Background: an optimization exercise with open tools, aiming at small area. Do not read the settings as production practice. At most, simulation tests tie the RTL to the original design; equivalence was not proved.

==> v7 <==
## Posit_div_N32_ES6_PIPE12
module Posit_div_N32_ES6_PIPE12(clk, in1, in2, start, out, inf, zero, done);
input clk;
input [31:0] in1, in2;
input start;
output [31:0] out;
output inf, zero, done;
wire s1 = in1[31], s2 = in2[31];
wire nz1 = |in1[30:0], nz2 = |in2[30:0];
wire [0:0] vld = start;
wire [0:0] sgn = s1 ^ s2;
wire [0:0] finf = (s1 & ~nz1) | ~(s2 | nz2);
wire [0:0] fzero = ~(s1 | nz1) | (s2 & ~nz2);
wire rc1, rc2; wire [4:0] k1, k2; wire [5:0] e1, e2; wire [25:0] mant1, mant2;
posit_dec d1(.x(in1), .rc(rc1), .k(k1), .e(e1), .mant(mant1));
posit_dec d2(.x(in2), .rc(rc2), .k(k2), .e(e2), .mant(mant2));
wire [11:0] x1 = {rc1, k1, e1};
wire [11:0] x2 = {rc2, k2, e2};
wire [25:0] m1 = mant1;
wire [23:0] m = mant2[25:2];
wire [1:0] mlo = mant2[1:0];
reg [0:0] vld_r1;
reg [0:0] sgn_r1;
reg [0:0] finf_r1;
reg [0:0] fzero_r1;
reg [11:0] x1_r1;
reg [11:0] x2_r1;
reg [25:0] m1_r1;
reg [23:0] m_r1;
reg [1:0] mlo_r1;
always @(posedge clk) begin
  vld_r1 <= vld;
  sgn_r1 <= sgn;
  finf_r1 <= finf;
  fzero_r1 <= fzero;
  x1_r1 <= x1;
  x2_r1 <= x2;
  m1_r1 <= m1;
  m_r1 <= m;
  mlo_r1 <= mlo;
end
wire [6:0] r1 = x1_r1[11] ? {2'b0, x1_r1[10:6] - 5'd1} : -{2'b0, x1_r1[10:6]};
wire [6:0] r2 = x2_r1[11] ? {2'b0, x2_r1[10:6] - 5'd1} : -{2'b0, x2_r1[10:6]};
wire [0:0] m2z = ~(|m_r1 | |mlo_r1);
wire [12:0] de = {r1, x1_r1[5:0]} - {r2, x2_r1[5:0]} - 13'd1 + {12'd0, m2z};
wire [8:0] t_tab;
recip_tab tab(.addr(m_r1[23:16]), .dout(t_tab));
wire [8:0] t = t_tab;
wire L1_w0 = m_r1[1] & ~(m_r1[0] & 1'b0);
wire L1_w1 = m_r1[0] ^ 1'b0;
wire L1_w2 = (m_r1[1] & ~m_r1[0] & ~1'b0) | (~m_r1[1] & m_r1[0] & 1'b0);
wire L1_w3 = ((L1_w1 & t[0])) ^ L1_w0;
wire L1_w4 = ((L1_w1 & t[1]) | (L1_w2 & t[0])) ^ L1_w0;
wire L1_w5 = ((L1_w1 & t[2]) | (L1_w2 & t[1])) ^ L1_w0;
wire L1_w6 = ((L1_w1 & t[3]) | (L1_w2 & t[2])) ^ L1_w0;
  ...
clock: 9.0 ns
lec_check: 0
abc_area: 1
cap_margin: 20
core_margin: 2
core_utilization: 55
slew_margin: 20
standard.sh (not shown) runs the stock make flow with config.mk's settings and CLKGATE_MAP_FILE= SYNTH_SCRIPT=/design/flow/synth_recipe.tcl, a recipe that flattens the netlist after the stock synthesis.
==> flow/flow/run.sh <==
#!/bin/bash
# Standard ORFS layout, with one extra netlist pass between synthesis and floorplan:
# flow/polar.py flips the polarity of full-adder cells (FA(~a,~b,~c) = ~FA(a,b,c))
# where that removes inverters.  Registers and everything else are left as synthesized.
set -euo pipefail
WH=$(grep -o 'WORK_HOME=[^ ]*' standard.sh | head -1 | cut -d= -f2)
R=$WH/results/sky130hd/Posit_div_N32_ES6_PIPE12/base
bash standard.sh "$R/1_2_yosys.v" > synth_make.log 2>&1
cp "$R/1_2_yosys.v" "$R/1_2_yosys.std.v"
python3 flow/polar.py "$R/1_2_yosys.std.v" "$R/1_2_yosys.pol.v" > polar.log 2>&1
cp "$R/1_2_yosys.pol.v" "$R/1_2_yosys.v"
bash standard.sh > layout_make.log 2>&1
Other scripts of this flow, unchanged in this note and not shown: flow/flow/polar.py
==> v11 (differences from v7) <==
--- a/flow/config.mk
+++ b/flow/config.mk
@@ -9,4 +9,5 @@
 export CAP_MARGIN = 20
 export CORE_MARGIN = 2
 export CORE_UTILIZATION = 55
+export CTS_BUF_LIST = sky130_fd_sc_hd__clkbuf_8
 export SLEW_MARGIN = 20
==> results.yml <==
sta:
  period_share_pct: 91.8
setup_path:
  required_ps: 9540
  slowest_delay_ps: 660
detailed_routing:
  met2_length_um: 77800
  vias: 47800
global_routing:
  grt_pass1_vias: 47900
final_layout:
  fillCellCount: 9590
  clock_area_share_pct: 3.03
clock_network:
  cts-buffers-inserted: 52
  cts_resized: 0
outcome:
  status: "no timing/DRC/antenna violations"
-- figures above: v7

==> results.yml <==
outcome:
  status: "no timing/DRC/antenna violations"
setup_path:
  critPathArrivalTime_ps: 8880
  required_ps: 9570
  slowest_delay_ps: 670
detailed_routing:
  met2_length_um: 77600
  vias: 47900
final_layout:
  fillCellCount: 9668
  clock_area_share_pct: 2.78
global_routing:
  grt_pass1_vias: 48100
sta:
  period_share_pct: 92.3
clock_network:
  cts-buffers-inserted: 77
  cts_resized: 1
-- figures above: v11

No run of this note included a check of the RTL's function; only the layout flow was run.

---

==> inputs of 11-27 <==
Another version of the RTL of Posit_div_N32_ES6_PIPE12 (not shown whole).
==> flow/config.mk <==
export PLATFORM = sky130hd
export DESIGN_NAME = Posit_div_N32_ES6_PIPE12
export DESIGN_NICKNAME = Posit_div_N32_ES6_PIPE12
export VERILOG_FILES = /design/flow/design.v
export SDC_FILE = /design/flow/constraint.sdc
export NUM_CORES = 4
export LEC_CHECK = 0
export ABC_AREA = 1
export CAP_MARGIN = 5
export CORE_MARGIN = 2
export CORE_UTILIZATION = 65
export CTS_BUF_LIST = sky130_fd_sc_hd__clkbuf_8
export SLEW_MARGIN = 5
==> flow/constraint.sdc <==
create_clock -name core_clock -period 9.0 [get_ports {clk}]
set_input_delay 1.8000 -clock core_clock [delete_from_list [all_inputs] [get_ports {clk}]]
set_output_delay 1.8000 -clock core_clock [all_outputs]
set_load 0.01 [all_outputs]
==> flow/flow/polar.py <==
#!/usr/bin/env python3
"""Remove inverters around sky130 full adders by flipping adder polarity.

A full adder is self-dual: FA(~a,~b,~c) = (~sum, ~cout).  For each fa cell we may
feed it the complements of its inputs and take the complements of its outputs;
this is done greedily whenever it reduces the number of inverters.
usage: polar.py in.v out.v
"""
import re, sys
from collections import defaultdict

src = open(sys.argv[1]).read()
cell_re = re.compile(r'^(\s*)(sky130_fd_sc_hd__\w+)\s+(\S+)\s*\((.*?)\);\s*$', re.S | re.M)
pin_re = re.compile(r'\.(\w+)\(\s*([^()]*?)\s*\)')

OUTPINS = {'X', 'Y', 'Q', 'Q_N', 'SUM', 'COUT', 'HI', 'LO'}
cells = {}      # name -> [type, {pin: net}]
order = []
pieces = []
pos = 0
for m in cell_re.finditer(src):
    pieces.append(src[pos:m.start()])
    pieces.append(('CELL', m.group(3)))
    pos = m.end()
    pins = dict(pin_re.findall(m.group(4)))
    cells[m.group(3)] = [m.group(2), pins]
    order.append(m.group(3))
pieces.append(src[pos:])
# nets used outside cells (assigns, ports) are external
ext = set()
for p in pieces:
    if isinstance(p, str):
        for line in p.split('\n'):
            l = line.strip()
            if l.startswith('assign') or l.startswith('output') or l.startswith('input'):
                for tok in re.findall(r'\\\S+|[A-Za-z_][\w$]*(?:\[\d+\])?', l):
                    ext.add(tok)
                    ext.add(re.sub(r'\[\d+\]$', '', tok))

def is_ext(net):
    return net in ext or re.sub(r'\[\d+\]$', '', net) in ext

driver = {}
loads = defaultdict(set)
def rebuild():
    driver.clear(); loads.clear()
    for c, (t, pins) in cells.items():
        for p, n in pins.items():
            if p in OUTPINS: driver[n] = (c, p)
            else: loads[n].add((c, p))
rebuild()

def is_inv(c): return cells[c][0].startswith(('sky130_fd_sc_hd__inv_', 'sky130_fd_sc_hd__clkinv_'))
newid = [0]
newnets = []
def new_net():
    newid[0] += 1
    n = f"_pol{newid[0]}_"
    newnets.append(n)
    return n
def inv_of(net):
    """an existing inverter driven by net, if any"""
    for c, p in loads.get(net, ()):
        if is_inv(c): return c
    return None
def add_inv(a, y):
    newid[0] += 1
    c = f"_polinv{newid[0]}_"
    cells[c] = ['sky130_fd_sc_hd__inv_1', {'A': a, 'Y': y}]
    order.append(c)
    driver[y] = (c, 'Y'); loads[a].add((c, 'A'))
    return c
def del_cell(c):
    t, pins = cells.pop(c)
    for p, n in pins.items():
        if p in OUTPINS: driver.pop(n, None)
        else: loads[n].discard((c, p))
def connect(c, p, net):
    old = cells[c][1][p]
    if p in OUTPINS: driver.pop(old, None); driver[net] = (c, p)
    else: loads[old].discard((c, p)); loads[net].add((c, p))
    cells[c][1][p] = net

XSWAP = {'sky130_fd_sc_hd__xor2_1': 'sky130_fd_sc_hd__xnor2_1',
         'sky130_fd_sc_hd__xnor2_1': 'sky130_fd_sc_hd__xor2_1'}
def is_x(c): return cells[c][0] in XSWAP
def xswap(c):
    t, pins = cells[c]
    nt = XSWAP[t]
    cells[c][0] = nt
    if 'X' in pins: pins['Y'] = pins.pop('X'); driver[pins['Y']] = (c, 'Y')
    elif 'Y' in pins: pins['X'] = pins.pop('Y'); driver[pins['X']] = (c, 'X')
def free_compl_driver(n):
    """driver cell whose type can be swapped to complement net n for free"""
    d = driver.get(n)
    if d and is_x(d[0]) and len(loads[n]) == 1 and not is_ext(n): return d[0]
    return None

def gain(f):
    pins = cells[f][1]
    g = 0
    for p in ('A', 'B', 'CIN'):
        n = pins[p]
        d = driver.get(n)
        if d and is_inv(d[0]):
            # complement available for free; inverter removable if only load
            if len(loads[n]) == 1 and not is_ext(n): g += 1
        elif free_compl_driver(n):
            pass
        else:
            if inv_of(n) is None: g -= 1
    for p in ('SUM', 'COUT'):
        n = pins[p]
        ld = loads.get(n, set())
        invl = [c for c, q in ld if is_inv(c)]
        xl = [c for c, q in ld if is_x(c)]
        other = len(ld) - len(invl) - len(xl)
        g += len(invl)
        if other > 0 or is_ext(n): g -= 1
    return g

def flip(f):
    pins = cells[f][1]
    for p in ('A', 'B', 'CIN'):
        n = pins[p]
        d = driver.get(n)
        if d and is_inv(d[0]):
            src_net = cells[d[0]][1]['A']
            connect(f, p, src_net)
            if not loads[n] and not is_ext(n): del_cell(d[0])
        elif free_compl_driver(n):
            xswap(free_compl_driver(n))
        else:
            i = inv_of(n)
            if i is None:
                y = new_net(); add_inv(n, y)
            else:
                y = cells[i][1]['Y']
            connect(f, p, y)
    for p in ('SUM', 'COUT'):
        n = pins[p]
        phys = new_net()
        connect(f, p, phys)
        for c, q in list(loads.get(n, ())):
            if is_inv(c):
                y = cells[c][1]['Y']
                for c2, q2 in list(loads.get(y, ())):
                    connect(c2, q2, phys)
                if is_ext(y):
                    # keep a buffer-free path: y must still be driven -> keep inverter off phys? use buf
                    cells[c][1]['A'] = phys; loads[n].discard((c, 'A')); loads[phys].add((c, 'A'))
                    cells[c][0] = 'sky130_fd_sc_hd__buf_1'
                else:
                    del_cell(c)
            elif is_x(c):
                xswap(c)
                connect(c, q, phys)
        if loads.get(n) or is_ext(n):
            add_inv(phys, n)

import random, copy
random.seed(1)
fas = [c for c in order if cells[c][0].startswith('sky130_fd_sc_hd__fa_')]
ninv0 = sum(1 for c in cells if is_inv(c))
total = 0
def ninv(): return sum(1 for c in cells if is_inv(c))
def snapshot(): return (copy.deepcopy(cells), list(order), list(newnets), newid[0])
best = (ninv(), snapshot())
for it in range(200):
    changed = 0
    fl = list(fas); random.shuffle(fl)
    for f in fl:
        if f not in cells: continue
        g = gain(f)
        if g > 0 or (g == 0 and it < 180 and random.random() < 0.3):
            flip(f); changed += 1
    total += changed
    n = ninv()
    if n < best[0]: best = (n, snapshot())
    if not changed: break
cells, order, newnets, newid[0] = best[1][0], best[1][1], best[1][2], best[1][3]
rebuild()
# cleanup: absorb remaining inverters into xor/xnor cells
for c in list(cells):
    if c not in cells or not is_inv(c): continue
    a = cells[c][1]['A']; y = cells[c][1]['Y']
    if is_ext(y): continue
    d = free_compl_driver(a)
    if d:
        xswap(d)
        for c2, q2 in list(loads.get(y, ())): connect(c2, q2, a)
        del_cell(c); continue
    ld = list(loads.get(y, ()))
    if ld and all(is_x(c2) for c2, q2 in ld) and len(set(c2 for c2, q2 in ld)) == len(ld):
        for c2, q2 in ld:
            xswap(c2)
            connect(c2, q2, a)
        del_cell(c)
ninv1 = sum(1 for c in cells if is_inv(c))
sys.stderr.write(f"polar: flipped {total} adders, inverters {ninv0} -> {ninv1}\n")

# write out
out = []
first_cell = True
for p in pieces:
    if isinstance(p, str):
        out.append(p)
    else:
        c = p[1]
        if first_cell:
            first_cell = False
            out.append("".join(f"  wire {n};\n" for n in newnets))
            # new cells
            for c2 in order:
                if c2.startswith('_polinv') and c2 in cells:
                    t, pins = cells[c2]
                    out.append(f"  {t} {c2} (\n" + ",\n".join(f"    .{k}({v}{' ' if v.startswith(chr(92)) else ''})" for k, v in pins.items()) + "\n  );\n")
        if c in cells:
            t, pins = cells[c]
            out.append(f"  {t} {c} (\n" + ",\n".join(f"    .{k}({v}{' ' if v.startswith(chr(92)) else ''})" for k, v in pins.items()) + "\n  );")
        else:
            out.append("")
open(sys.argv[2], 'w').write("".join(out))
Scripts as last shown in full above: flow/flow/run.sh
==> 12-15 (differences from 11-27) <==
--- a/flow/flow/run.sh
+++ b/flow/flow/run.sh
@@ -2,4 +2,6 @@
 # Standard ORFS layout, with one extra netlist pass between synthesis and floorplan:
-# flow/polar.py flips the polarity of full-adder cells (FA(~a,~b,~c) = ~FA(a,b,c))
-# where that removes inverters.  Registers and everything else are left as synthesized.
+# flow/polar.py removes inverters from the synthesized netlist by flipping the polarity
+# of full-adder cells (FA(~a,~b,~c) = ~FA(a,b,c)), swapping xor/xnor, rebuilding half
+# adders next to inverters from xor/xnor + and/nand/nor gates, and merging a gate with
+# a following inverter into the complementary gate.  Registers are left as synthesized.
 set -euo pipefail
--- a/flow/flow/polar.py
+++ b/flow/flow/polar.py
@@ -198,2 +198,87 @@
         del_cell(c)
+# half adders next to inverters: rebuild them from xor/xnor + and/nand/nor gates
+def new_cell(t, pins):
+    newid[0] += 1
+    c = f"_polg{newid[0]}_"
+    cells[c] = [t, dict(pins)]
+    order.append(c)
+    for p_, n_ in pins.items():
+        if p_ in OUTPINS: driver[n_] = (c, p_)
+        else: loads[n_].add((c, p_))
+    return c
+def inv_only(n):
+    ld = loads.get(n, set())
+    return bool(ld) and not is_ext(n) and all(is_inv(c) for c, q in ld)
+def excl_inv_driver(n):
+    d = driver.get(n)
+    if d and is_inv(d[0]) and len(loads[n]) == 1 and not is_ext(n): return d[0]
+    return None
+def absorb(n):
+    """n is consumed only by inverters: remove them, return the net carrying ~n"""
+    invs = [c for c, q in loads[n]]
+    y0 = cells[invs[0]][1]['Y']
+    for c in invs[1:]:
+        y = cells[c][1]['Y']
+        for c2, q2 in list(loads.get(y, ())): connect(c2, q2, y0)
+        if is_ext(y): return None
+    for c in invs: del_cell(c)
+    return y0
+nha = 0
+for c in [c for c in list(cells) if cells[c][0].startswith('sky130_fd_sc_hd__ha_')]:
+    if c not in cells: continue
+    pins = cells[c][1]
+    a, b, so, co = pins['A'], pins['B'], pins['SUM'], pins['COUT']
+    ia, ib = excl_inv_driver(a), excl_inv_driver(b)
+    if ia and ib:
+        a2, b2 = cells[ia][1]['A'], cells[ib][1]['A']
+        del_cell(c); del_cell(ia); del_cell(ib)
+        new_cell('sky130_fd_sc_hd__xor2_1', {'A': a2, 'B': b2, 'X': so})
+        new_cell('sky130_fd_sc_hd__nor2_1', {'A': a2, 'B': b2, 'Y': co})
+        nha += 1
+        continue
+    if inv_only(co):
+        del_cell(c)
+        con = absorb(co)
+        if inv_only(so):
+            son = absorb(so)
+            new_cell('sky130_fd_sc_hd__xnor2_1', {'A': a, 'B': b, 'Y': son})
+        else:
+            new_cell('sky130_fd_sc_hd__xor2_1', {'A': a, 'B': b, 'X': so})
+        new_cell('sky130_fd_sc_hd__nand2_1', {'A': a, 'B': b, 'Y': con})
+        nha += 1
+        continue
+    if inv_only(so):
+        del_cell(c)
+        son = absorb(so)
+        new_cell('sky130_fd_sc_hd__xnor2_1', {'A': a, 'B': b, 'Y': son})
+        new_cell('sky130_fd_sc_hd__and2_1', {'A': a, 'B': b, 'X': co})
+        nha += 1
+sys.stderr.write(f"polar: rebuilt {nha} half adders\n")
+# a gate followed by an inverter that is its only load -> the complementary gate
+COMPL = {'nand2_1': 'and2_1', 'nor2_1': 'or2_1', 'nand3_1': 'and3_1', 'nor3_1': 'or3_1',
+         'o21ai_0': 'o21a_1', 'o21ai_1': 'o21a_1', 'a21oi_1': 'a21o_1',
+         'o22ai_1': 'o22a_1', 'a22oi_1': 'a22o_1', 'nand4_1': 'and4_1', 'nor4_1': 'or4_1',
+         'a211oi_1': 'a211o_1', 'o211ai_1': 'o211a_1', 'a31oi_1': 'a31o_1', 'o31ai_1': 'o31a_1'}
+ngc = 0
+for c in list(cells):
+    if c not in cells or not is_inv(c): continue
+    a = cells[c][1]['A']; y = cells[c][1]['Y']
+    if is_ext(a) or len(loads.get(a, ())) != 1: continue
+    d = driver.get(a)
+    if not d: continue
+    g = d[0]; t = cells[g][0][len('sky130_fd_sc_hd__'):]
+    if is_inv(g) and not is_ext(y):
+        # double inversion
+        src = cells[g][1]['A']
+        for c2, q2 in list(loads.get(y, ())): connect(c2, q2, src)
+        del_cell(c); del_cell(g); ngc += 1
+        continue
+    if t in COMPL and d[1] == 'Y':
+        del_cell(c)
+        pins = cells[g][1]
+        pins.pop('Y'); driver.pop(a, None)
+        pins['X'] = y; driver[y] = (g, 'X')
+        cells[g][0] = 'sky130_fd_sc_hd__' + COMPL[t]
+        ngc += 1
+sys.stderr.write(f"polar: merged {ngc} gate-inverter pairs\n")
 ninv1 = sum(1 for c in cells if is_inv(c))
@@ -214,3 +299,3 @@
             for c2 in order:
-                if c2.startswith('_polinv') and c2 in cells:
+                if (c2.startswith('_polinv') or c2.startswith('_polg')) and c2 in cells:
                     t, pins = cells[c2]
- CTS_CLUSTER_DIAMETER: unset -> 80
- CTS_CLUSTER_SIZE: unset -> 16
==> 12-07 (differences from 11-27) <==
--- a/flow/flow/run.sh
+++ b/flow/flow/run.sh
@@ -2,4 +2,6 @@
 # Standard ORFS layout, with one extra netlist pass between synthesis and floorplan:
-# flow/polar.py flips the polarity of full-adder cells (FA(~a,~b,~c) = ~FA(a,b,c))
-# where that removes inverters.  Registers and everything else are left as synthesized.
+# flow/polar.py removes inverters from the synthesized netlist by flipping the polarity
+# of full-adder cells (FA(~a,~b,~c) = ~FA(a,b,c)), swapping xor/xnor, rebuilding half
+# adders next to inverters from xor/xnor + and/nand/nor gates, and merging a gate with
+# a following inverter into the complementary gate.  Registers are left as synthesized.
 set -euo pipefail
--- a/flow/flow/polar.py
+++ b/flow/flow/polar.py
@@ -198,2 +198,87 @@
         del_cell(c)
+# half adders next to inverters: rebuild them from xor/xnor + and/nand/nor gates
+def new_cell(t, pins):
+    newid[0] += 1
+    c = f"_polg{newid[0]}_"
+    cells[c] = [t, dict(pins)]
+    order.append(c)
+    for p_, n_ in pins.items():
+        if p_ in OUTPINS: driver[n_] = (c, p_)
+        else: loads[n_].add((c, p_))
+    return c
+def inv_only(n):
+    ld = loads.get(n, set())
+    return bool(ld) and not is_ext(n) and all(is_inv(c) for c, q in ld)
+def excl_inv_driver(n):
+    d = driver.get(n)
+    if d and is_inv(d[0]) and len(loads[n]) == 1 and not is_ext(n): return d[0]
+    return None
+def absorb(n):
+    """n is consumed only by inverters: remove them, return the net carrying ~n"""
+    invs = [c for c, q in loads[n]]
+    y0 = cells[invs[0]][1]['Y']
+    for c in invs[1:]:
+        y = cells[c][1]['Y']
+        for c2, q2 in list(loads.get(y, ())): connect(c2, q2, y0)
+        if is_ext(y): return None
+    for c in invs: del_cell(c)
+    return y0
+nha = 0
+for c in [c for c in list(cells) if cells[c][0].startswith('sky130_fd_sc_hd__ha_')]:
+    if c not in cells: continue
+    pins = cells[c][1]
+    a, b, so, co = pins['A'], pins['B'], pins['SUM'], pins['COUT']
+    ia, ib = excl_inv_driver(a), excl_inv_driver(b)
+    if ia and ib:
+        a2, b2 = cells[ia][1]['A'], cells[ib][1]['A']
+        del_cell(c); del_cell(ia); del_cell(ib)
+        new_cell('sky130_fd_sc_hd__xor2_1', {'A': a2, 'B': b2, 'X': so})
+        new_cell('sky130_fd_sc_hd__nor2_1', {'A': a2, 'B': b2, 'Y': co})
+        nha += 1
+        continue
+    if inv_only(co):
+        del_cell(c)
+        con = absorb(co)
+        if inv_only(so):
+            son = absorb(so)
+            new_cell('sky130_fd_sc_hd__xnor2_1', {'A': a, 'B': b, 'Y': son})
+        else:
+            new_cell('sky130_fd_sc_hd__xor2_1', {'A': a, 'B': b, 'X': so})
+        new_cell('sky130_fd_sc_hd__nand2_1', {'A': a, 'B': b, 'Y': con})
+        nha += 1
+        continue
+    if inv_only(so):
+        del_cell(c)
+        son = absorb(so)
+        new_cell('sky130_fd_sc_hd__xnor2_1', {'A': a, 'B': b, 'Y': son})
+        new_cell('sky130_fd_sc_hd__and2_1', {'A': a, 'B': b, 'X': co})
+        nha += 1
+sys.stderr.write(f"polar: rebuilt {nha} half adders\n")
+# a gate followed by an inverter that is its only load -> the complementary gate
+COMPL = {'nand2_1': 'and2_1', 'nor2_1': 'or2_1', 'nand3_1': 'and3_1', 'nor3_1': 'or3_1',
+         'o21ai_0': 'o21a_1', 'o21ai_1': 'o21a_1', 'a21oi_1': 'a21o_1',
+         'o22ai_1': 'o22a_1', 'a22oi_1': 'a22o_1', 'nand4_1': 'and4_1', 'nor4_1': 'or4_1',
+         'a211oi_1': 'a211o_1', 'o211ai_1': 'o211a_1', 'a31oi_1': 'a31o_1', 'o31ai_1': 'o31a_1'}
+ngc = 0
+for c in list(cells):
+    if c not in cells or not is_inv(c): continue
+    a = cells[c][1]['A']; y = cells[c][1]['Y']
+    if is_ext(a) or len(loads.get(a, ())) != 1: continue
+    d = driver.get(a)
+    if not d: continue
+    g = d[0]; t = cells[g][0][len('sky130_fd_sc_hd__'):]
+    if is_inv(g) and not is_ext(y):
+        # double inversion
+        src = cells[g][1]['A']
+        for c2, q2 in list(loads.get(y, ())): connect(c2, q2, src)
+        del_cell(c); del_cell(g); ngc += 1
+        continue
+    if t in COMPL and d[1] == 'Y':
+        del_cell(c)
+        pins = cells[g][1]
+        pins.pop('Y'); driver.pop(a, None)
+        pins['X'] = y; driver[y] = (g, 'X')
+        cells[g][0] = 'sky130_fd_sc_hd__' + COMPL[t]
+        ngc += 1
+sys.stderr.write(f"polar: merged {ngc} gate-inverter pairs\n")
 ninv1 = sum(1 for c in cells if is_inv(c))
@@ -214,3 +299,3 @@
             for c2 in order:
-                if c2.startswith('_polinv') and c2 in cells:
+                if (c2.startswith('_polinv') or c2.startswith('_polg')) and c2 in cells:
                     t, pins = cells[c2]
- CORE_UTILIZATION: 65 -> 70
- PLACE_DENSITY: unset -> 0.75
==> notes <==
Flip-flop and latch count is the same in 12-07 and 11-27. The highest hold slack belongs to 11-27, the lowest to 12-15. In 11-27 the first-iteration DRC count is lower than in 12-07, by about 20%. Of 12-07 and 12-15, 12-07 has the higher utilization (gap 6.7 points). Clock skew: 12-07 is lower than 12-15 (0.0088 ns). Of 12-15 and 11-27, 12-15 has the higher sequential share of layout area (gap 0.32 points). Global-route usage, lowest first: 12-15, 11-27, 12-07. Synthesized area is the same in 12-15 and 12-07. The lowest via count belongs to 12-15, the highest to 12-07.
==> figures <==
| item | 11-27 | 12-15 | 12-07 |
|---|---|---|---|
| Arrival @ worst endpoint | 6.49 ns | 6.45 ns | 6.51 ns |
| Final core utilization | 69.39% | 69.01% | 75.73% |
| FF-to-FF path depth | 41 | 39 | 37 |
| Critical Path Fanout Max | 46 | 39 | 48 |
| Clock transition at the registers of the reported paths | 0.05 ns | 0.09 ns | 0.06 ns |
| Post-placement setup slack | 0.8879 ns | 0.9128 ns | 1.004 ns |
| Largest clock skew in the final design | 0.03616 ns | 0.06386 ns | 0.05508 ns |
| FF/Latch Area | 9412 sq um | 9413 sq um | 9413 sq um |
| Post-route met1 wirelength | 57,040 um | 56,780 um | 55,370 um |
| Global routing met3 resource utilization | 6.078% | 4.841% | 5.838% |
| Outcome | no timing/DRC/antenna violations | no timing/DRC/antenna violations | no timing/DRC/antenna violations |
| Fraction of cell area in non-clock buffers | 3.433% | 3.565% | 3.431% |
| Met1 track demand over resource in global routing | 44.09% | 44.00% | 46.52% |
| Via total after detailed routing | 44,680 | 44,410 | 45,380 |
| Detail Route met3 WL | 11,800 um | 10,730 um | 12,260 um |
| Setup slack of the worst register-to-register path | 0.91 ns | 0.82 ns | 0.73 ns |
| Unrepaired setup endpoints after global routing | - | false | false |

## what the ideal ports hide
No port has a modelled driver above. Below, the same layouts with a new extraction and two added sets of constraints. Step 1: set_driving_cell puts a clkbuf_16 on clk and a buf_2 on each other input, an assumption about the parent block. Step 2 also shifts input and output timing later by t, the mid clock arrival at the registers, as if the neighbouring blocks saw the same clock. Slacks: ideal ports / drivers / drivers and shift; pairs: ideal ports / drivers.
run | t (ns) | setup WS [ns] | latest minus earliest clock arrival (ns)
v7 | 0.721 | 0.736 / 0.699 / 0.366 | 0.066 / 0.066
v11 | 0.750 | 0.691 / 0.663 / 0.404 | 0.052 / 0.052
11-27 | 0.741 | 0.707 / 0.637 / 0.714 | 0.043 / 0.044
12-15 | 0.698 | 0.750 / 0.679 / 0.816 | 0.065 / 0.065
12-07 | 0.743 | 0.685 / 0.614 / 0.735 | 0.064 / 0.064
After both steps setup and hold are still met in every run listed. For v7, which loses most, drivers alone change the setup slack by -0.037 ns; drivers and shift together by -0.370 ns.
